What follows belongs to an exercise in optimizing a design on an open flow for small area and a short achievable clock period; a production flow would make more cautious choices. At most, simulation tests tie the RTL to the original design; equivalence was not proved. Function not checked in run 1: the RTL went through the layout flow alone.

## flow/design.v (module list and top-level ports; edited modules follow where they fit)
// module FAS: 4159 lines
module FAS (data_valid, data, clk, rst, fir_d, fir_valid, fft_valid, done, freq,
 fft_d1, fft_d2, fft_d3, fft_d4, fft_d5, fft_d6, fft_d7, fft_d8,
 fft_d9, fft_d10, fft_d11, fft_d12, fft_d13, fft_d14, fft_d15, fft_d0);
  // ...
==> flow/flow/run.sh <==
#!/bin/bash
set -euo pipefail
export SETUP_SLACK_MARGIN=12.9
export BUFFER_PORTS_ARGS="-buffer_cell sky130_fd_sc_hd__buf_1"
export PRE_IO_PLACEMENT_TCL=$PWD/flow/io.tcl
R=orfs/results/sky130hd/FAS/base
bash standard.sh synth > flow_synth.log 2>&1
cp $R/1_2_yosys.v yosys_netlist_orig.v
python3 flow/fixfa.py yosys_netlist_orig.v $R/1_2_yosys.v > fixfa.log 2>&1
bash standard.sh > flow_layout.log 2>&1
==> flow/flow/fixfa.py <==
#!/usr/bin/env python3
"""Remove inverters around full-adder and half-adder cells in a Yosys-mapped sky130 netlist.

A full adder is self-dual: FA(~a,~b,~c) = (~sum, ~cout). extract_fa leaves many inverters on the
inputs and outputs of the sky130 fa/ha cells it places. This chooses, for each fa cell, whether it
computes on the true or the complemented signals, lets xor2/xnor2 cells swap, and rebuilds each
ha cell as an xor2/xnor2 plus a two-input gate that takes its inputs in whatever polarity is at
hand, so that as few inverters as possible remain; then it rewrites the netlist. Flip-flops and
every other cell keep their inputs' logic values. Nets that are ports, and their inverter
families, are left as they are.

usage: fixfa.py in.v out.v
"""
import re, sys, random, math
from collections import defaultdict

OUTPINS = {'X', 'Y', 'Q', 'Q_N', 'SUM', 'COUT', 'HI', 'LO'}
INV_AREA = 3.75
src = open(sys.argv[1]).read()
m = re.search(r'^module\s+(\w+)\s*\((.*?)\);', src, re.S | re.M)
body_start = m.end()
endm = src.rindex('endmodule')
body = src[body_start:endm]
cell_re = re.compile(r'^\s*(sky130_fd_sc_hd__\w+)\s+(\S+)\s*\((.*?)\);\s*$', re.S | re.M)
pin_re = re.compile(r'\.(\w+)\(\s*(.*?)\s*\)(?=\s*,|\s*$)', re.S)
cells = []
for cm in cell_re.finditer(body):
    cells.append([cm.group(1), cm.group(2), [(p, n.strip()) for p, n in pin_re.findall(cm.group(3))]])
rest = cell_re.sub('', body)
if re.search(r'\bassign\b', rest):
    sys.stderr.write('fixfa: netlist has assign statements; leaving it unchanged\n')
    open(sys.argv[2], 'w').write(src); sys.exit(0)
port_decl = set(d.group(5) for d in re.finditer(r'^\s*(input|output|inout)\s+(\[(\d+):(\d+)\]\s*)?(\S+?)\s*;', rest, re.M))
is_port_net = lambda n: n.split('[')[0].strip() in port_decl
isinv = lambda t: re.match(r'sky130_fd_sc_hd__(clk)?inv_\d+$', t) is not None
isfa = lambda t: re.match(r'sky130_fd_sc_hd__fa_\d+$', t) is not None
isha = lambda t: re.match(r'sky130_fd_sc_hd__ha_\d+$', t) is not None
SWAP = {'sky130_fd_sc_hd__xor2_1': 'sky130_fd_sc_hd__xnor2_1', 'sky130_fd_sc_hd__xnor2_1': 'sky130_fd_sc_hd__xor2_1'}

driver = {}
for ci, (t, name, pins) in enumerate(cells):
    for p, n in pins:
        if p in OUTPINS: driver[n] = (ci, p)
_root = {}
def root(n):
    if n in _root: return _root[n]
    n0 = n; par = 0; seen = 0
    while n in driver and isinv(cells[driver[n][0]][0]) and seen < 50:
        n = dict(cells[driver[n][0]][2])['A']; par ^= 1; seen += 1
    _root[n0] = (n, par); return n, par
fam_nets = defaultdict(set)
for ci, (t, name, pins) in enumerate(cells):
    for p, n in pins:
        fam_nets[root(n)[0]].add(n)
frozen = set(r for r, ns in fam_nets.items() if any(is_port_net(n) for n in ns) or r not in driver)

# variables: ('F',ci) full adder flip; ('X',ci) xor/xnor swap; ('S',ci) / ('C',ci) soft half adder
# output polarities. A cell is movable only if none of its nets is frozen.
def cell_roots(ci):
    return [root(n)[0] for p, n in cells[ci][2]]
movable_fa = set(); softha = set(); swapc = set()
for ci, (t, name, pins) in enumerate(cells):
    if any(r in frozen for r in cell_roots(ci)): continue
    if isfa(t): movable_fa.add(ci)
    elif isha(t): softha.add(ci)
    elif t in SWAP: swapc.add(ci)
flip = defaultdict(int)
# consumers per root with required parity (excluding removed inverters and soft-HA inputs)
cons = defaultdict(list)
ha_in = defaultdict(list)   # root -> list of (ha ci, pin, par)
for ci, (t, name, pins) in enumerate(cells):
    if isinv(t) and root(dict(pins)['A'])[0] not in frozen: continue
    for p, n in pins:
        if p in OUTPINS: continue
        r, par = root(n)
        if r in frozen: continue
        if ci in softha: ha_in[r].append((ci, p, par)); continue
        cons[r].append((ci, p, par))
def drvvar(r):
    ci, p = driver[r]
    if ci in movable_fa: return ('F', ci)
    if ci in swapc: return ('X', ci)
    if ci in softha: return ('S', ci) if p == 'SUM' else ('C', ci)
    return None
dv = {r: drvvar(r) for r in set(cons) | set(ha_in) if r in driver}
def native(r):
    v = dv.get(r)
    return flip[v] if v is not None else 0
def req(ci, par):
    return par ^ (flip[('F', ci)] if ci in movable_fa else 0)
def rcost(r):
    nat = native(r)
    return INV_AREA if any(req(ci, par) != nat for ci, p, par in cons.get(r, ())) else 0.0
ha_pins = {}
for ci in softha:
    d = dict(cells[ci][2])
    ha_pins[ci] = (root(d['A']), root(d['B']))
def ha_pol(ci):
    (ra, qa), (rb, qb) = ha_pins[ci]
    return native(ra) ^ qa, native(rb) ^ qb
def hcost(ci):
    pa, pb = ha_pol(ci); pc = flip[('C', ci)]
    if pa == 0 and pb == 0 and pc == 0 and flip[('S', ci)] == 0: return 12.51   # keep the ha cell
    if pa == pb: return 8.76 + (3.75 if pc != pa else 6.26)
    return 8.76 + 6.26
# which roots / HAs each variable touches
touch_r = defaultdict(set); touch_h = defaultdict(set)
for ci in movable_fa:
    v = ('F', ci)
    for r in cell_roots(ci): touch_r[v].add(r)
for r, v in dv.items():
    if v is None: continue
    touch_r[v].add(r)
    for (h, p, par) in ha_in.get(r, ()): touch_h[v].add(h)
for ci in softha: touch_h[('C', ci)].add(ci); touch_h[('S', ci)].add(ci)
for v in list(touch_r):
    if v[0] == 'F':
        for r in touch_r[v]:
            if dv.get(r) == v:
                for (h, p, par) in ha_in.get(r, ()): touch_h[v].add(h)
allvars = sorted(set(touch_r) | set(touch_h))
def local(v): return sum(rcost(r) for r in touch_r[v]) + sum(hcost(h) for h in touch_h[v])
def total(): return sum(rcost(r) for r in cons) + sum(hcost(h) for h in softha)
t0 = total()
def optimize(seed, sweeps=150):
    random.seed(seed)
    for v in allvars: flip[v] = 0
    cur = total(); best = (cur, {v: 0 for v in allvars})
    order = list(allvars)
    for sw in range(sweeps):
        T = 2.0 * (1 - sw / sweeps) + 0.04
        random.shuffle(order)
        for v in order:
            b = local(v); flip[v] ^= 1; d = local(v) - b
            if d <= 0 or random.random() < math.exp(-d / T): cur += d
            else: flip[v] ^= 1
        if cur < best[0] - 1e-9: best = (cur, {v: flip[v] for v in allvars})
    return best
best = None
for seed in range(3):
    c, fl = optimize(seed)
    if best is None or c < best[0]: best = (c, fl)
for v, x in best[1].items(): flip[v] = x
sys.stderr.write(f'fixfa: {len(movable_fa)} full adders, {len(softha)} half adders, {len(swapc)} xor/xnor movable; '
                 f'inverter+half-adder-gate area {t0:.0f} -> {total():.0f}\n')

# rebuild
esc = lambda n: n + ' ' if n.startswith('\\') and not n.endswith(' ') else n
newnets = []; cnt = [0]
def newnet():
    cnt[0] += 1; n = f'_fixfa_n{cnt[0]}_'; newnets.append(n); return n
phys = {}; addcells = []
for r in set(cons) | set(ha_in):
    if r not in driver: continue
    nat = native(r)
    phys[(r, nat)] = r if nat == 0 else newnet()
    need = set(req(ci, par) for ci, p, par in cons.get(r, ()))
    if (1 - nat) in need:
        out = r if nat == 1 else newnet()
        phys[(r, 1 - nat)] = out
        cnt[0] += 1
        addcells.append(['sky130_fd_sc_hd__inv_1', f'_fixfa_i{cnt[0]}_', [('A', phys[(r, nat)]), ('Y', out)]])
out_cells = []
for ci, (t, name, pins) in enumerate(cells):
    if isinv(t) and root(dict(pins)['A'])[0] not in frozen: continue
    if ci in softha:
        d = dict(pins)
        (ra, qa), (rb, qb) = ha_pins[ci]
        A = phys[(ra, native(ra))]; B = phys[(rb, native(rb))]
        pa, pb = ha_pol(ci)
        rs, rc = d['SUM'], d['COUT']
        S = phys.get((rs, native(rs)), rs); Cn = phys.get((rc, native(rc)), rc)
        if pa == 0 and pb == 0 and flip[('C', ci)] == 0 and flip[('S', ci)] == 0:
            out_cells.append([t, name, [('A', A), ('B', B), ('COUT', Cn), ('SUM', S)]]); continue
        if (pa ^ pb ^ flip[('S', ci)]) == 0: out_cells.append(['sky130_fd_sc_hd__xor2_1', name, [('A', A), ('B', B), ('X', S)]])
        else: out_cells.append(['sky130_fd_sc_hd__xnor2_1', name, [('A', A), ('B', B), ('Y', S)]])
        pc = flip[('C', ci)]; cn = name[:-1] + '_c_' if name.endswith('_') else name + '_c'
        if pa == 0 and pb == 0: g = ['sky130_fd_sc_hd__nand2_1', [('A', A), ('B', B), ('Y', Cn)]] if pc else ['sky130_fd_sc_hd__and2_1', [('A', A), ('B', B), ('X', Cn)]]
        elif pa == 1 and pb == 1: g = ['sky130_fd_sc_hd__or2_1', [('A', A), ('B', B), ('X', Cn)]] if pc else ['sky130_fd_sc_hd__nor2_1', [('A', A), ('B', B), ('Y', Cn)]]
        else:
            Tn, Cm = (A, B) if pa == 0 else (B, A)   # Tn true polarity, Cm complemented
            g = ['sky130_fd_sc_hd__nand2b_1', [('A_N', Cm), ('B', Tn), ('Y', Cn)]] if pc else ['sky130_fd_sc_hd__nor2b_1', [('A', Cm), ('B_N', Tn), ('Y', Cn)]]
        cnt[0] += 1
        out_cells.append([g[0], f'_fixfa_h{cnt[0]}_', g[1]])
        continue
    newpins = []
    for p, n in pins:
        if p in OUTPINS:
            if (n, native(n)) in phys: n = phys[(n, native(n))]
            newpins.append((p, n)); continue
        r, par = root(n)
        if r in frozen: newpins.append((p, n)); continue
        newpins.append((p, phys[(r, req(ci, par))]))
    if ci in swapc and flip[('X', ci)]:
        t = SWAP[t]; newpins = [({'X': 'Y', 'Y': 'X'}.get(p, p), n) for p, n in newpins]
    out_cells.append([t, name, newpins])
out_cells += addcells
lines = [src[:body_start], rest.rstrip('\n') + '\n']
for n in newnets: lines.append(f'  wire {n};\n')
for t, name, pins in out_cells:
    lines.append(f'  {t} {esc(name)} (\n' + ',\n'.join(f'    .{p}({esc(n)})' for p, n in pins) + '\n  );\n')
lines.append('endmodule\n')
open(sys.argv[2], 'w').write(''.join(lines))
sys.stderr.write(f'fixfa: inverters {sum(1 for c in cells if isinv(c[0]))} -> {sum(1 for c in out_cells if isinv(c[0]))}\n')
==> flow/flow/io.tcl <==
# Keep the 16 output pins that one bit of the output shift chain drives next to each other,
# in chain order, so that the chain's registers can sit together near their pins.
set_io_pin_constraint -group -order -pin_names {fft_d15[0] fft_d7[0] fft_d11[0] fft_d3[0] fft_d13[0] fft_d5[0] fft_d9[0] fft_d1[0] fft_d14[0] fft_d6[0] fft_d10[0] fft_d2[0] fft_d12[0] fft_d4[0] fft_d8[0] fft_d0[0]}
set_io_pin_constraint -group -order -pin_names {fft_d15[1] fft_d7[1] fft_d11[1] fft_d3[1] fft_d13[1] fft_d5[1] fft_d9[1] fft_d1[1] fft_d14[1] fft_d6[1] fft_d10[1] fft_d2[1] fft_d12[1] fft_d4[1] fft_d8[1] fft_d0[1]}
set_io_pin_constraint -group -order -pin_names {fft_d15[2] fft_d7[2] fft_d11[2] fft_d3[2] fft_d13[2] fft_d5[2] fft_d9[2] fft_d1[2] fft_d14[2] fft_d6[2] fft_d10[2] fft_d2[2] fft_d12[2] fft_d4[2] fft_d8[2] fft_d0[2]}
set_io_pin_constraint -group -order -pin_names {fft_d15[3] fft_d7[3] fft_d11[3] fft_d3[3] fft_d13[3] fft_d5[3] fft_d9[3] fft_d1[3] fft_d14[3] fft_d6[3] fft_d10[3] fft_d2[3] fft_d12[3] fft_d4[3] fft_d8[3] fft_d0[3]}
set_io_pin_constraint -group -order -pin_names {fft_d15[4] fft_d7[4] fft_d11[4] fft_d3[4] fft_d13[4] fft_d5[4] fft_d9[4] fft_d1[4] fft_d14[4] fft_d6[4] fft_d10[4] fft_d2[4] fft_d12[4] fft_d4[4] fft_d8[4] fft_d0[4]}
set_io_pin_constraint -group -order -pin_names {fft_d15[5] fft_d7[5] fft_d11[5] fft_d3[5] fft_d13[5] fft_d5[5] fft_d9[5] fft_d1[5] fft_d14[5] fft_d6[5] fft_d10[5] fft_d2[5] fft_d12[5] fft_d4[5] fft_d8[5] fft_d0[5]}
set_io_pin_constraint -group -order -pin_names {fft_d15[6] fft_d7[6] fft_d11[6] fft_d3[6] fft_d13[6] fft_d5[6] fft_d9[6] fft_d1[6] fft_d14[6] fft_d6[6] fft_d10[6] fft_d2[6] fft_d12[6] fft_d4[6] fft_d8[6] fft_d0[6]}
set_io_pin_constraint -group -order -pin_names {fft_d15[7] fft_d7[7] fft_d11[7] fft_d3[7] fft_d13[7] fft_d5[7] fft_d9[7] fft_d1[7] fft_d14[7] fft_d6[7] fft_d10[7] fft_d2[7] fft_d12[7] fft_d4[7] fft_d8[7] fft_d0[7]}
set_io_pin_constraint -group -order -pin_names {fft_d15[8] fft_d7[8] fft_d11[8] fft_d3[8] fft_d13[8] fft_d5[8] fft_d9[8] fft_d1[8] fft_d14[8] fft_d6[8] fft_d10[8] fft_d2[8] fft_d12[8] fft_d4[8] fft_d8[8] fft_d0[8]}
set_io_pin_constraint -group -order -pin_names {fft_d15[9] fft_d7[9] fft_d11[9] fft_d3[9] fft_d13[9] fft_d5[9] fft_d9[9] fft_d1[9] fft_d14[9] fft_d6[9] fft_d10[9] fft_d2[9] fft_d12[9] fft_d4[9] fft_d8[9] fft_d0[9]}
set_io_pin_constraint -group -order -pin_names {fft_d15[10] fft_d7[10] fft_d11[10] fft_d3[10] fft_d13[10] fft_d5[10] fft_d9[10] fft_d1[10] fft_d14[10] fft_d6[10] fft_d10[10] fft_d2[10] fft_d12[10] fft_d4[10] fft_d8[10] fft_d0[10]}
set_io_pin_constraint -group -order -pin_names {fft_d15[11] fft_d7[11] fft_d11[11] fft_d3[11] fft_d13[11] fft_d5[11] fft_d9[11] fft_d1[11] fft_d14[11] fft_d6[11] fft_d10[11] fft_d2[11] fft_d12[11] fft_d4[11] fft_d8[11] fft_d0[11]}
set_io_pin_constraint -group -order -pin_names {fft_d15[12] fft_d7[12] fft_d11[12] fft_d3[12] fft_d13[12] fft_d5[12] fft_d9[12] fft_d1[12] fft_d14[12] fft_d6[12] fft_d10[12] fft_d2[12] fft_d12[12] fft_d4[12] fft_d8[12] fft_d0[12]}
set_io_pin_constraint -group -order -pin_names {fft_d15[13] fft_d7[13] fft_d11[13] fft_d3[13] fft_d13[13] fft_d5[13] fft_d9[13] fft_d1[13] fft_d14[13] fft_d6[13] fft_d10[13] fft_d2[13] fft_d12[13] fft_d4[13] fft_d8[13] fft_d0[13]}
set_io_pin_constraint -group -order -pin_names {fft_d15[14] fft_d7[14] fft_d11[14] fft_d3[14] fft_d13[14] fft_d5[14] fft_d9[14] fft_d1[14] fft_d14[14] fft_d6[14] fft_d10[14] fft_d2[14] fft_d12[14] fft_d4[14] fft_d8[14] fft_d0[14]}
set_io_pin_constraint -group -order -pin_names {fft_d15[15] fft_d7[15] fft_d11[15] fft_d3[15] fft_d13[15] fft_d5[15] fft_d9[15] fft_d1[15] fft_d14[15] fft_d6[15] fft_d10[15] fft_d2[15] fft_d12[15] fft_d4[15] fft_d8[15] fft_d0[15]}
set_io_pin_constraint -group -order -pin_names {fft_d15[16] fft_d7[16] fft_d11[16] fft_d3[16] fft_d13[16] fft_d5[16] fft_d9[16] fft_d1[16] fft_d14[16] fft_d6[16] fft_d10[16] fft_d2[16] fft_d12[16] fft_d4[16] fft_d8[16] fft_d0[16]}
set_io_pin_constraint -group -order -pin_names {fft_d15[17] fft_d7[17] fft_d11[17] fft_d3[17] fft_d13[17] fft_d5[17] fft_d9[17] fft_d1[17] fft_d14[17] fft_d6[17] fft_d10[17] fft_d2[17] fft_d12[17] fft_d4[17] fft_d8[17] fft_d0[17]}
set_io_pin_constraint -group -order -pin_names {fft_d15[18] fft_d7[18] fft_d11[18] fft_d3[18] fft_d13[18] fft_d5[18] fft_d9[18] fft_d1[18] fft_d14[18] fft_d6[18] fft_d10[18] fft_d2[18] fft_d12[18] fft_d4[18] fft_d8[18] fft_d0[18]}
set_io_pin_constraint -group -order -pin_names {fft_d15[19] fft_d7[19] fft_d11[19] fft_d3[19] fft_d13[19] fft_d5[19] fft_d9[19] fft_d1[19] fft_d14[19] fft_d6[19] fft_d10[19] fft_d2[19] fft_d12[19] fft_d4[19] fft_d8[19] fft_d0[19]}
set_io_pin_constraint -group -order -pin_names {fft_d15[20] fft_d7[20] fft_d11[20] fft_d3[20] fft_d13[20] fft_d5[20] fft_d9[20] fft_d1[20] fft_d14[20] fft_d6[20] fft_d10[20] fft_d2[20] fft_d12[20] fft_d4[20] fft_d8[20] fft_d0[20]}
set_io_pin_constraint -group -order -pin_names {fft_d15[21] fft_d7[21] fft_d11[21] fft_d3[21] fft_d13[21] fft_d5[21] fft_d9[21] fft_d1[21] fft_d14[21] fft_d6[21] fft_d10[21] fft_d2[21] fft_d12[21] fft_d4[21] fft_d8[21] fft_d0[21]}
set_io_pin_constraint -group -order -pin_names {fft_d15[22] fft_d7[22] fft_d11[22] fft_d3[22] fft_d13[22] fft_d5[22] fft_d9[22] fft_d1[22] fft_d14[22] fft_d6[22] fft_d10[22] fft_d2[22] fft_d12[22] fft_d4[22] fft_d8[22] fft_d0[22]}
set_io_pin_constraint -group -order -pin_names {fft_d15[23] fft_d7[23] fft_d11[23] fft_d3[23] fft_d13[23] fft_d5[23] fft_d9[23] fft_d1[23] fft_d14[23] fft_d6[23] fft_d10[23] fft_d2[23] fft_d12[23] fft_d4[23] fft_d8[23] fft_d0[23]}
set_io_pin_constraint -group -order -pin_names {fft_d15[24] fft_d7[24] fft_d11[24] fft_d3[24] fft_d13[24] fft_d5[24] fft_d9[24] fft_d1[24] fft_d14[24] fft_d6[24] fft_d10[24] fft_d2[24] fft_d12[24] fft_d4[24] fft_d8[24] fft_d0[24]}
set_io_pin_constraint -group -order -pin_names {fft_d15[25] fft_d7[25] fft_d11[25] fft_d3[25] fft_d13[25] fft_d5[25] fft_d9[25] fft_d1[25] fft_d14[25] fft_d6[25] fft_d10[25] fft_d2[25] fft_d12[25] fft_d4[25] fft_d8[25] fft_d0[25]}
set_io_pin_constraint -group -order -pin_names {fft_d15[26] fft_d7[26] fft_d11[26] fft_d3[26] fft_d13[26] fft_d5[26] fft_d9[26] fft_d1[26] fft_d14[26] fft_d6[26] fft_d10[26] fft_d2[26] fft_d12[26] fft_d4[26] fft_d8[26] fft_d0[26]}
set_io_pin_constraint -group -order -pin_names {fft_d15[27] fft_d7[27] fft_d11[27] fft_d3[27] fft_d13[27] fft_d5[27] fft_d9[27] fft_d1[27] fft_d14[27] fft_d6[27] fft_d10[27] fft_d2[27] fft_d12[27] fft_d4[27] fft_d8[27] fft_d0[27]}
set_io_pin_constraint -group -order -pin_names {fft_d15[28] fft_d7[28] fft_d11[28] fft_d3[28] fft_d13[28] fft_d5[28] fft_d9[28] fft_d1[28] fft_d14[28] fft_d6[28] fft_d10[28] fft_d2[28] fft_d12[28] fft_d4[28] fft_d8[28] fft_d0[28]}
set_io_pin_constraint -group -order -pin_names {fft_d15[29] fft_d7[29] fft_d11[29] fft_d3[29] fft_d13[29] fft_d5[29] fft_d9[29] fft_d1[29] fft_d14[29] fft_d6[29] fft_d10[29] fft_d2[29] fft_d12[29] fft_d4[29] fft_d8[29] fft_d0[29]}
set_io_pin_constraint -group -order -pin_names {fft_d15[30] fft_d7[30] fft_d11[30] fft_d3[30] fft_d13[30] fft_d5[30] fft_d9[30] fft_d1[30] fft_d14[30] fft_d6[30] fft_d10[30] fft_d2[30] fft_d12[30] fft_d4[30] fft_d8[30] fft_d0[30]}
set_io_pin_constraint -group -order -pin_names {fft_d15[31] fft_d7[31] fft_d11[31] fft_d3[31] fft_d13[31] fft_d5[31] fft_d9[31] fft_d1[31] fft_d14[31] fft_d6[31] fft_d10[31] fft_d2[31] fft_d12[31] fft_d4[31] fft_d8[31] fft_d0[31]}
==> flow/standard.sh <==
#!/bin/bash
# synth_recipe.tcl (not shown) runs the flow's synth.tcl, then flattens the netlist and writes it again
# the make line also repeats each setting of config.mk as NAME=value (left out here)
make -C /OpenROAD-flow-scripts/flow DESIGN_CONFIG=/design/flow/config.mk WORK_HOME=/design/flow/orfs CLKGATE_MAP_FILE= SYNTH_SCRIPT=/design/flow/synth_recipe.tcl "${@:-finish}"
==> flow/config.mk <==
export PLATFORM = sky130hd
export DESIGN_NAME = FAS
export DESIGN_NICKNAME = FAS
export VERILOG_FILES = /design/flow/design.v
export SDC_FILE = /design/flow/constraint.sdc
export NUM_CORES = 8
export LEC_CHECK = 0
export CAP_MARGIN = 20
export CORE_MARGIN = 2
export CORE_UTILIZATION = 40
export CTS_CLUSTER_DIAMETER = 150
export CTS_CLUSTER_SIZE = 20
export SLEW_MARGIN = 20
==> flow/constraint.sdc <==
create_clock -name core_clock -period 18.0 [get_ports {clk}]
set_input_delay 3.6000 -clock core_clock [delete_from_list [all_inputs] [get_ports {clk}]]
set_output_delay 3.6000 -clock core_clock [all_outputs]
set_load 0.01 [all_outputs]
==> qor.txt, run 1 <==
Vias in the first global route: 84260
Worst path slowest cell: dfxtp_1
Status: no timing/DRC/antenna violations
GR Layer Usage met1: 27.3%
DRC: 0
Inverters: 928
First-pass GRT wire length: 519000 µm
Mapped Area: 0.131 mm²
Final Util: 43.5%
Share of the clock period used by the worst path after layout: 27.9%
Clock buf/inv share: 2.79%
Final hold violation count: 0
Highest routed layer: met4
Top cell category: multi-input gates
Met3 routed WL: 21100 µm
RSZ-0062 raised after global routing: true
Largest registers: x x512, ch x480, d1 x136
Clock tree sinks: 2450
Average cell area after synthesis: 11.1 µm²
Layout Cells excl Fill: 16685
Starting density of the core: 40.2%
Die width: 577 µm
Crit path max-delay family: flip-flops
GPL Wtd Cong: 0.985
Critical Path End: fft_d15[3]
Global routing's busiest layer: met2
==> inputs of run 2 (changes only) <==
--- a/flow/design.v
+++ b/flow/design.v
@@ -2489,33 +2489,35 @@
 reg [15:0] fir_h; always @(posedge clk) fir_h <= fir_hi;
 reg [15:0] fir_q, fir_qn; wire [15:0] fir_nx;
 assign fir_nx = fir_h + {15'd0, fir_h[15]};
 always @(posedge clk) begin fir_q <= fir_nx; fir_qn <= ~fir_nx; end
 assign fir_d = fir_q;
 reg [0:0] c1;
 wire [3:0] c1_q = nph - 4'd3;
 always @(posedge clk) c1 <= c1_q[3];
-reg [16:0] d1 [0:7];
+reg [16:0] d1 [0:6];
 wire [15:0] fir_y = ~fir_qn; wire [16:0] y17 = {fir_y[15], fir_y};
-wire [16:0] d1o = d1[7];
-wire [16:0] bf1_sum = d1o + y17;
-wire [16:0] bf1_dif = d1o - y17;
-reg s1_typeb; reg [15:0] s1_sum;
+wire [16:0] d1o = d1[6];
+wire [16:0] ya = tw1a_ra[16:0];
+wire [16:0] bf1_sum = ya + y17;
+wire [16:0] bf1_dif = ya - y17;
 integer i1;
 always @(posedge clk) begin
   d1[0] <= c1 ? bf1_dif : y17;
-  for (i1=1;i1<8;i1=i1+1) d1[i1] <= d1[i1-1];
-  s1_typeb <= ~c1;
-  s1_sum <= bf1_sum[15:0];
+  for (i1=1;i1<7;i1=i1+1) d1[i1] <= d1[i1-1];
 end
 wire d1o_nz = |d1o;
 reg [7:0] s1oh;
-wire [3:0] s1oh_q = nph - 4'd3;
+wire [3:0] s1oh_q = nph - 4'd2;
 always @(posedge clk) s1oh <= {8{~s1oh_q[3]}} & (8'd1 << s1oh_q[2:0]);
+reg [0:0] pb1;
+wire [3:0] pb1_q = nph - 4'd2;
+always @(posedge clk) pb1 <= ~pb1_q[3];
+reg [24:0] tw1a_ra, tw1a_rb, tw1b_ra, tw1b_rb; reg tw1a_rc, tw1b_rc;
 wire tw1a_neg = s1oh[3] | s1oh[4] | s1oh[5] | s1oh[6] | s1oh[7];
 wire [16:0] tw1a_d = d1o ^ {17{tw1a_neg}};
 wire tw1a_e0_16_p = s1oh[0] | s1oh[1] | s1oh[2] | s1oh[3] | s1oh[4] | s1oh[5] | s1oh[6] | s1oh[7];
 wire tw1a_e1_12_n = s1oh[1] | s1oh[3] | s1oh[5] | s1oh[7];
 wire tw1a_e1_14_n = s1oh[2] | s1oh[6];
 wire tw1a_e2_10_n = s1oh[1] | s1oh[3] | s1oh[5] | s1oh[7];
 wire tw1a_e2_12_n = s1oh[2] | s1oh[6];
 wire tw1a_e3_7_p = s1oh[1] | s1oh[3] | s1oh[5] | s1oh[7];
@@ -2740,18 +2742,17 @@
 wire tw1a_c190 = tw1a_c184 & tw1a_s187;
 wire tw1a_s191 = tw1a_k31 ^ ((tw1a_e0_16_p & tw1a_d[15])) ^ tw1a_c188;
 wire tw1a_c192 = (tw1a_k31 & ((tw1a_e0_16_p & tw1a_d[15]))) | (tw1a_k31 & tw1a_c188) | (((tw1a_e0_16_p & tw1a_d[15])) & tw1a_c188);
 wire tw1a_s193 = tw1a_k32 ^ ((tw1a_e0_16_p & ~tw1a_d[16]));
 wire tw1a_c194 = tw1a_k32 & ((tw1a_e0_16_p & ~tw1a_d[16]));
 wire [32:0] tw1a_A = {tw1a_s193,tw1a_c190,tw1a_c186,tw1a_s185,tw1a_c178,tw1a_s177,tw1a_c166,tw1a_c158,tw1a_c148,tw1a_c138,tw1a_c128,tw1a_c118,tw1a_c108,tw1a_c98,tw1a_c88,tw1a_c78,tw1a_c68,tw1a_s67,tw1a_c52,tw1a_s49,tw1a_c36,tw1a_c30,tw1a_c24,tw1a_c18,tw1a_s19,tw1a_s11,tw1a_c8,tw1a_c6,tw1a_c4,tw1a_c2,((tw1a_e5_0_n & ~tw1a_d[2]) | (tw1a_e5_2_p & tw1a_d[0])),((tw1a_e5_0_n & ~tw1a_d[1])),tw1a_k0};
 wire [32:0] tw1a_B = {tw1a_c192,tw1a_s191,tw1a_s189,tw1a_c182,tw1a_s181,tw1a_c172,tw1a_s171,tw1a_s165,tw1a_s157,tw1a_s147,tw1a_s137,tw1a_s127,tw1a_s117,tw1a_s107,tw1a_s97,tw1a_s87,tw1a_s77,tw1a_c60,tw1a_s59,tw1a_s51,tw1a_s43,tw1a_s35,tw1a_s29,tw1a_s23,tw1a_s17,tw1a_s13,tw1a_s9,tw1a_s7,tw1a_s5,tw1a_s3,tw1a_s1,1'b0,((tw1a_e5_0_n & ~tw1a_d[0]))};
 wire [8:0] tw1a_lo = tw1a_A[7:0] + tw1a_B[7:0];
-reg [24:0] tw1a_ra, tw1a_rb; reg tw1a_rc;
-always @(posedge clk) begin tw1a_ra <= tw1a_A[32:8]; tw1a_rb <= tw1a_B[32:8]; tw1a_rc <= tw1a_lo[8]; end
+always @(posedge clk) begin tw1a_ra <= pb1 ? tw1a_A[32:8] : {8'd0, d1o}; tw1a_rb <= pb1 ? tw1a_B[32:8] : 25'd0; tw1a_rc <= pb1 & tw1a_lo[8]; end
 wire [24:0] tw1a_o = tw1a_ra + tw1a_rb + {24'd0, tw1a_rc};
 wire tw1b_neg = s1oh[1] | s1oh[2] | s1oh[5] | s1oh[6] | s1oh[7];
 wire [16:0] tw1b_d = d1o ^ {17{tw1b_neg}};
 wire tw1b_e0_15_p = s1oh[1] | s1oh[3] | s1oh[5] | s1oh[7];
 wire tw1b_e0_16_p = s1oh[2] | s1oh[6];
 wire tw1b_e1_13_n = s1oh[1] | s1oh[3] | s1oh[5] | s1oh[7];
 wire tw1b_e1_14_n = s1oh[2] | s1oh[6];
 wire tw1b_e2_9_p = s1oh[1] | s1oh[3] | s1oh[5] | s1oh[7];
@@ -2994,53 +2995,52 @@
 wire tw1b_c204 = tw1b_c198 & tw1b_s201;
 wire tw1b_s205 = tw1b_k31 ^ ((tw1b_e0_15_p & ~tw1b_d[16]) | (tw1b_e0_16_p & tw1b_d[15])) ^ tw1b_c202;
 wire tw1b_c206 = (tw1b_k31 & ((tw1b_e0_15_p & ~tw1b_d[16]) | (tw1b_e0_16_p & tw1b_d[15]))) | (tw1b_k31 & tw1b_c202) | (((tw1b_e0_15_p & ~tw1b_d[16]) | (tw1b_e0_16_p & tw1b_d[15])) & tw1b_c202);
 wire tw1b_s207 = tw1b_k32 ^ ((tw1b_e0_16_p & ~tw1b_d[16]));
 wire tw1b_c208 = tw1b_k32 & ((tw1b_e0_16_p & ~tw1b_d[16]));
 wire [32:0] tw1b_A = {tw1b_s207,tw1b_c204,tw1b_s203,tw1b_c196,tw1b_s195,tw1b_c184,tw1b_s183,tw1b_c168,tw1b_c158,tw1b_c148,tw1b_c138,tw1b_c128,tw1b_c118,tw1b_c108,tw1b_c98,tw1b_c88,tw1b_c78,tw1b_s75,tw1b_s65,tw1b_c52,tw1b_c46,tw1b_s45,tw1b_c34,tw1b_c28,tw1b_s25,tw1b_c18,tw1b_c14,tw1b_c10,tw1b_s7,tw1b_s3,((tw1b_e5_2_p & tw1b_d[0])),((tw1b_e4_0_n & ~tw1b_d[1])),tw1b_k0};
 wire [32:0] tw1b_B = {tw1b_c206,tw1b_s205,tw1b_c200,tw1b_s199,tw1b_c190,tw1b_s189,tw1b_c176,tw1b_s175,tw1b_s167,tw1b_s157,tw1b_s147,tw1b_s137,tw1b_s127,tw1b_s117,tw1b_s107,tw1b_s97,tw1b_s87,tw1b_s77,tw1b_s67,tw1b_s59,tw1b_s51,tw1b_c40,tw1b_s39,tw1b_s33,tw1b_s27,tw1b_s21,tw1b_s17,tw1b_s13,tw1b_s9,tw1b_s5,tw1b_s1,1'b0,((tw1b_e4_0_n & ~tw1b_d[0]))};
 wire [8:0] tw1b_lo = tw1b_A[7:0] + tw1b_B[7:0];
-reg [24:0] tw1b_ra, tw1b_rb; reg tw1b_rc;
 always @(posedge clk) begin tw1b_ra <= tw1b_A[32:8]; tw1b_rb <= tw1b_B[32:8]; tw1b_rc <= tw1b_lo[8]; end
 wire [24:0] tw1b_o = tw1b_ra + tw1b_rb + {24'd0, tw1b_rc};
 reg [0:0] sw1;
-wire [3:0] sw1_q = nph - 4'd4;
+wire [3:0] sw1_q = nph - 4'd3;
 always @(posedge clk) sw1 <= ~sw1_q[3] & ((sw1_q[2:0]==3'd3) | (sw1_q[2:0]==3'd4) | (sw1_q[2:0]==3'd5));
 reg [24:0] f1r, f1i;
 always @(posedge clk) begin
-  f1r <= s1_typeb ? (sw1 ? tw1b_o : tw1a_o) : {s1_sum[15], s1_sum, 8'd0};
-  f1i <= s1_typeb ? (sw1 ? tw1a_o : tw1b_o) : 25'd0;
+  f1r <= ~c1 ? (sw1 ? tw1b_o : tw1a_o) : {bf1_sum[15], bf1_sum[15:0], 8'd0};
+  f1i <= ~c1 ? (sw1 ? tw1a_o : tw1b_o) : 25'd0;
 end
 reg [0:0] c2;
-wire [3:0] c2_q = nph - 4'd13;
+wire [3:0] c2_q = nph - 4'd12;
 always @(posedge clk) c2 <= c2_q[2];
 reg [0:0] k2_are;
-wire [3:0] k2_are_q = nph - 4'd13;
+wire [3:0] k2_are_q = nph - 4'd12;
 always @(posedge clk) k2_are <= k2_are_q[2] & (k2_are_q[1:0]!=2'd2);
 reg [0:0] k2_anre;
-wire [3:0] k2_anre_q = nph - 4'd13;
+wire [3:0] k2_anre_q = nph - 4'd12;
 always @(posedge clk) k2_anre <= k2_anre_q[2] & (k2_anre_q[1:0]==2'd3);
 reg [0:0] k2_bre;
-wire [3:0] k2_bre_q = nph - 4'd13;
+wire [3:0] k2_bre_q = nph - 4'd12;
 always @(posedge clk) k2_bre <= k2_bre_q[2] & (k2_bre_q[1:0]!=2'd0);
 reg [0:0] k2_aim;
-wire [3:0] k2_aim_q = nph - 4'd13;
+wire [3:0] k2_aim_q = nph - 4'd12;
 always @(posedge clk) k2_aim <= k2_aim_q[2] & (k2_aim_q[1:0]!=2'd0);
 reg [0:0] k2_anim;
-wire [3:0] k2_anim_q = nph - 4'd13;
+wire [3:0] k2_anim_q = nph - 4'd12;
 always @(posedge clk) k2_anim <= k2_anim_q[2] & (k2_anim_q[1:0]!=2'd0);
 reg [0:0] k2_bim;
-wire [3:0] k2_bim_q = nph - 4'd13;
+wire [3:0] k2_bim_q = nph - 4'd12;
 always @(posedge clk) k2_bim <= k2_bim_q[2] & (k2_bim_q[1:0]!=2'd2);
 reg [0:0] k2_bnim;
-wire [3:0] k2_bnim_q = nph - 4'd13;
+wire [3:0] k2_bnim_q = nph - 4'd12;
 always @(posedge clk) k2_bnim <= k2_bnim_q[2] & (k2_bnim_q[1:0]==2'd3);
 reg [1:0] k2_mode;
-wire [3:0] k2_mode_q = nph - 4'd13;
+wire [3:0] k2_mode_q = nph - 4'd12;
 always @(posedge clk) k2_mode <= k2_mode_q[2] ? (k2_mode_q[0] ? 2'd2 : 2'd1) : 2'd0;
 reg [26:0] sAr, sAi; reg sA_are, sA_anre, sA_bre, sA_aim, sA_anim, sA_bim, sA_bnim, sA_pass; reg [1:0] sA_mode;
 reg [26:0] sBr, sBi; reg [1:0] sB_mode;
 reg [25:0] sCr, sCi, sDr, sDi;
 wire [25:0] f1r26 = {f1r[24], f1r}; wire [25:0] f1i26 = {f1i[24], f1i};
 wire [25:0] bf2_sr = sDr + f1r26; wire [25:0] bf2_si = sDi + f1i26;
 wire [26:0] dr2 = {sDr[25],sDr} - {f1r26[25],f1r26};
 wire [26:0] di2 = {sDi[25],sDi} - {f1i26[25],f1i26};
@@ -3310,35 +3310,35 @@
 reg sC_m;
 always @(posedge clk) begin sCr <= tw2re_o; sCi <= tw2im_o; sC_m <= sB_mode[1]; sDr <= sCr; sDi <= sC_m ? tw2_m : sCi; end
 reg [25:0] f2r, f2i;
 always @(posedge clk) begin
   if (c2) begin f2r <= bf2_sr; f2i <= bf2_si; end
   else begin f2r <= sDr; f2i <= sDi; end
 end
 reg [0:0] c3;
-wire [3:0] c3_q = nph - 4'd2;
+wire [3:0] c3_q = nph - 4'd1;
 always @(posedge clk) c3 <= c3_q[1];
 reg [0:0] w3;
-wire [3:0] w3_q = nph - 4'd2;
+wire [3:0] w3_q = nph - 4'd1;
 always @(posedge clk) w3 <= w3_q[0];
 reg [26:0] sEr, sEi, sFr, sFi;
 wire [23:0] bf3_sr = sFr[23:0] + f2r[23:0]; wire [23:0] bf3_si = sFi[23:0] + f2i[23:0];
 wire [26:0] p3r = w3 ? sFi : sFr; wire [26:0] m3r = w3 ? {f2i[25],f2i} : {f2r[25],f2r};
 wire [26:0] p3i = w3 ? {f2r[25],f2r} : sFi; wire [26:0] m3i = w3 ? sFr : {f2i[25],f2i};
 wire [26:0] x3r = p3r - m3r; wire [26:0] x3i = p3i - m3i;
 wire [23:0] o3r = sFr[23:0] + {23'd0, sFr[26]}; wire [23:0] o3i = sFi[23:0] + {23'd0, sFi[26]};
 reg [23:0] f3r, f3i;
 always @(posedge clk) begin
   if (c3) begin sEr <= x3r; sEi <= x3i; f3r <= bf3_sr; f3i <= bf3_si; end
   else begin sEr <= {f2r[25], f2r}; sEi <= {f2i[25], f2i}; f3r <= o3r; f3i <= o3i; end
   sFr <= sEr; sFi <= sEi;
 end
 reg [0:0] c4;
-wire [3:0] c4_q = nph - 4'd5;
+wire [3:0] c4_q = nph - 4'd4;
 always @(posedge clk) c4 <= c4_q[0];
 reg [23:0] sGr, sGi;
 wire [23:0] s4r = sGr + f3r; wire [23:0] s4i = sGi + f3i;
 wire [23:0] d4r = sGr - f3r; wire [23:0] d4i = sGi - f3i;
 wire [15:0] o4r = sGr[23:8] + {15'd0, sGr[23]};
 wire [15:0] o4i = sGi[23:8] + {15'd0, sGi[23]};
 reg [31:0] ch [0:15]; reg [31:0] mreg;  
 wire [31:0] ch0n = c4 ? {s4r[23:8], s4i[23:8]} : {o4r, o4i};
@@ -4115,17 +4115,17 @@
 wire mag_s507 = mag_r459 ^ mag_r460 ^ mag_r461;
 wire mag_c508 = (mag_r459 & mag_r460) | (mag_r459 & mag_r461) | (mag_r460 & mag_r461);
 wire [31:0] mag_A = {mag_r487,mag_r485,mag_r483,mag_r481,mag_r479,mag_r477,mag_r475,mag_r473,mag_r471,mag_r469,mag_r467,mag_r465,mag_r463,mag_r462,mag_c506,mag_c504,mag_c502,mag_c500,mag_c498,mag_c496,mag_c494,mag_c492,mag_c490,mag_r442,mag_r439,mag_r438,mag_r437,mag_r436,mag_r435,mag_r433,1'b0,mag_r431};
 wire [31:0] mag_B = {~mag_r488,~mag_r486,mag_r484,mag_r482,mag_r480,mag_r478,mag_r476,mag_r474,mag_r472,mag_r470,mag_r468,mag_r466,mag_r464,mag_c508,mag_s507,mag_s505,mag_s503,mag_s501,mag_s499,mag_s497,mag_s495,mag_s493,mag_s491,mag_s489,1'b0,1'b0,1'b0,1'b0,1'b0,mag_r434,1'b0,mag_r432};
 wire [31:0] mag_sum = mag_A + mag_B;
 wire [31:0] mag_v = mag_sum[31:0];
 reg [31:0] mv; always @(posedge clk) mv <= mag_v;
 reg [3:0] m_q;
-wire [3:0] m_q_q = nph - 4'd9;
+wire [3:0] m_q_q = nph - 4'd8;
 always @(posedge clk) m_q <= m_q_q;
 wire m_first = (m_q == 4'd0); wire [15:0] m_bin = 16'd1 << {m_q[0],m_q[1],m_q[2],m_q[3]};
 reg [31:0] mx; reg [15:0] mask;
 wire gt = mv > mx; wire eq = mv == mx;
 always @(posedge clk) begin
   if (m_first || gt) begin mx <= mv; mask <= m_bin; end
   else if (eq) mask <= mask | m_bin;
 end
@@ -4146,14 +4146,14 @@
 reg fir_v, fft_v, done_r;
 always @(posedge clk or posedge rst) begin
   if (rst) begin dv <= 1'b0; ph <= 4'd0; cnt <= 8'd0; fir_v <= 1'b0; fft_v <= 1'b0; done_r <= 1'b0; end
   else begin
     dv <= data_valid;
     ph <= nph;
     if (dv && cnt != 8'hff) cnt <= cnt + 8'd1;
     fir_v <= (cnt >= 8'd34);
-    fft_v <= (ph == 4'd5) && (cnt >= 8'd69);
-    done_r <= (ph == 4'd9) && (cnt >= 8'd73);
+    fft_v <= (ph == 4'd4) && (cnt >= 8'd68);
+    done_r <= (ph == 4'd8) && (cnt >= 8'd72);
   end
 end
 assign fir_valid = fir_v; assign fft_valid = fft_v; assign done = done_r;
 endmodule
==> run 2 against run 1 <==
Compared with the run above: flip-flop and latch count fell by 33; via count grew 0.11%; synthesized cell count is 0.42% lower.
==> qor.txt, run 2 <==
Status: no timing/DRC/antenna violations
Layout cells sized above 1: 4.60%
# fillers: 30767
Worst clock skew: 0.0740 ns
Placed cell count: 16412
WP depth: 1
CORE AREA: 0.325 mm²
Crit-path max cell delay: 0.34 ns
Reg2Reg Launch Point: mi[14]
Worst EP required: 14.40 ns
Highest routed layer: met5
Chip height: 576 µm
Max FO, Critical Path: 2
Pins Over Slew Limit: 0
Max FFs per register: 512
Largest registers: x x512, ch x480, d1 x119
# hold bufs at CTS: 0
Reg2Reg Depth: 15
Row Count: 209
Minimum clock period: 5.02 ns
HP Class: flip-flop to flip-flop
Buf/Inv on CP: 1
CTS tree: done
TNS Setup: 0 ns
Biggest register: x
RSZ-0062 raised after global routing: false
Reg2reg end: sDi[24]
Crit path capture type: primary output
CTS max path bufs: 4
H-tree depth: 4
Port Buffer Count: 521
Critical Path End: fft_d3[22]
Area delta synth->final: 8.09%
Slew headroom: 21.2%
Final setup violation count: 0
Average cell area after synthesis: 11.1 µm² (about the same)
GRT Overall Usage: 21.2%
Clock tree sinks: 2417 (-1.3%)
Commonest non-fill, non-tap cells in the layout: dfxtp_1 (2328), fa_1 (1615), nor2_1 (913)
Vias: 83447
GPL Wtd Cong: 0.965 (-2.0%)
Commonest non-fill, non-tap cell in the layout: dfxtp_1
DRT antenna net count: 0
Drt pass-1 iters: 6
Max Cap Viol: 0
Synth warn: 4
Root buf cell: clkbuf_16
Grt ovf: 0
Slew @ Worst Pin: 1.15 ns
Starting density of the core: 40.3% (+0.087 points)
Layout Cells excl Fill: 16601 (-0.50%)
Dpl hpwl: 293000 µm
WL met2: 169000 µm
Hold_sp: sEr[7]
Crit path max-delay family: flip-flops
Post-synthesis cell count: 11801
Largest net degree at the start of global routing: 75
Die width: 576 µm (-0.21%)
Detailed Route Iter0 Violations: 5731
DR vias/cell: 5.03
Final hold violation count: 0 (unchanged)
Layout Nets: 14453
CP cell instances: buf_1
Kind of critical path: flip-flop to primary output
Mapped Area: 0.131 mm² (-0.42%)
Post-DR wirelength/cell: 21.3 µm
Initial antenna violation count: 13
Total length of routed wires: 353000 µm
Ports: 554
R2R Setup Slk: 13.17 ns
Worst path slowest cell: dfxtp_1
Die area: 0.332 mm²
Peak Freq: 199 MHz
Met3 routed WL: 18400 µm (-13%)
CP arrival: 1.42 ns
Vias in the first global route: 85258 (+1.2%)
Clk Latency, worst-skew pair: 0.89 ns
DRC: 0 (unchanged)
Worst Setup Start Kind: flip-flop
Final Util: 43.5% (+0.057 points)
Reg clk slew, reported paths: 0.09 ns
Launch point of the worst path: ch[3][22]
First-pass GRT wire length: 533000 µm (+2.7%)
Clock buffer count from CTS: 143
Share of the clock period used by the worst path after layout: 27.9% (about the same)
Met1 wire length: 152000 µm
## run 2: area by class of cell
cell class / instances / area [µm²] / area share (%)
diodes: 7 / 17.5 / 0.0124
multi-input cells: 8205 / 77400 / 54.7
clock inverters: 14 / 206 / 0.146
flip-flops and latches: 2417 / 49000 / 34.7
clock buffers: 164 / 3670 / 2.59
well taps: 4325 / 5410 / 3.83
inverters: 910 / 3420 / 2.42
repair buffers: 559 / 2270 / 1.60
## run 2: per-stage QoR
step / hold slack [ns] / area (µm²) / setup WS, ns
final: 0.284 / 141000 / 12.98
after CTS: 0.281 / 141000 / 12.89
after global routing: 0.295 / 141000 / 12.90
after floorplan: 0.310 / 131000 / 13.23
after global placement: 0.310 / 137000 / 12.67
after detailed placement: 0.312 / 137000 / 12.71
## run 2: how the worst min path moves through the flow
stage / to / cells after the start
after floorplan: d1[1][0] / 0
after global routing: sFr[7] / 0
final: sFr[7] / 0
after global placement: sFr[2] / 0
after detailed placement: d1[3][3] / 0
after CTS: sFr[7] / 0
## run 2: layer usage
| layer | track usage, % | vias up |
|---|---|---|
| met5 | 0 | - |
| met4 | 7.19 | 2 |
| met3 | 2.53 | 491 |
| met2 | 35.9 | 2342 |
| met1 | 27.9 | 41332 |
| li1 | - | 39280 |
## run 2: repair_timing
action                                  in CTS  in global routing
pin swaps                                    1                  3
endpoints found under the setup margin      40                 49
gates cloned                                 1                  0
setup buffers                                0                  3
gates resized for setup                     29                 25

[static timing again, ports no longer ideal]
No port has a modelled driver above. Below, the same layouts with a new extraction and two added sets of constraints.
Step 1 sets driving cells, clkbuf_16 on the clock port and buf_2 on the other inputs (assumed; they add their load-dependent delay and slew).
Step 2, shift: input delay + t, output delay - t, t = (earliest + latest rising clock arrival at the registers) / 2. This alone moves slack from input paths to output paths.
a / b / c = no drivers / after step 1 / after step 2; a / b = the first two.
| run | t, ns | setup slack, ns | slew at the worst register clock pin (ns) | worst data-port slew with drivers (ns) | pins driven straight from the clock port |
|---|---|---|---|---|---|
| run 1 | 0.946 | 12.985 / 12.880 / 13.165 | 0.10 / 0.10 | 0.03 | 1 |
| run 2 | 0.960 | 12.981 / 12.878 / 13.171 | 0.11 / 0.11 | 0.12 | 1 |
After both steps every run listed still meets setup and hold.
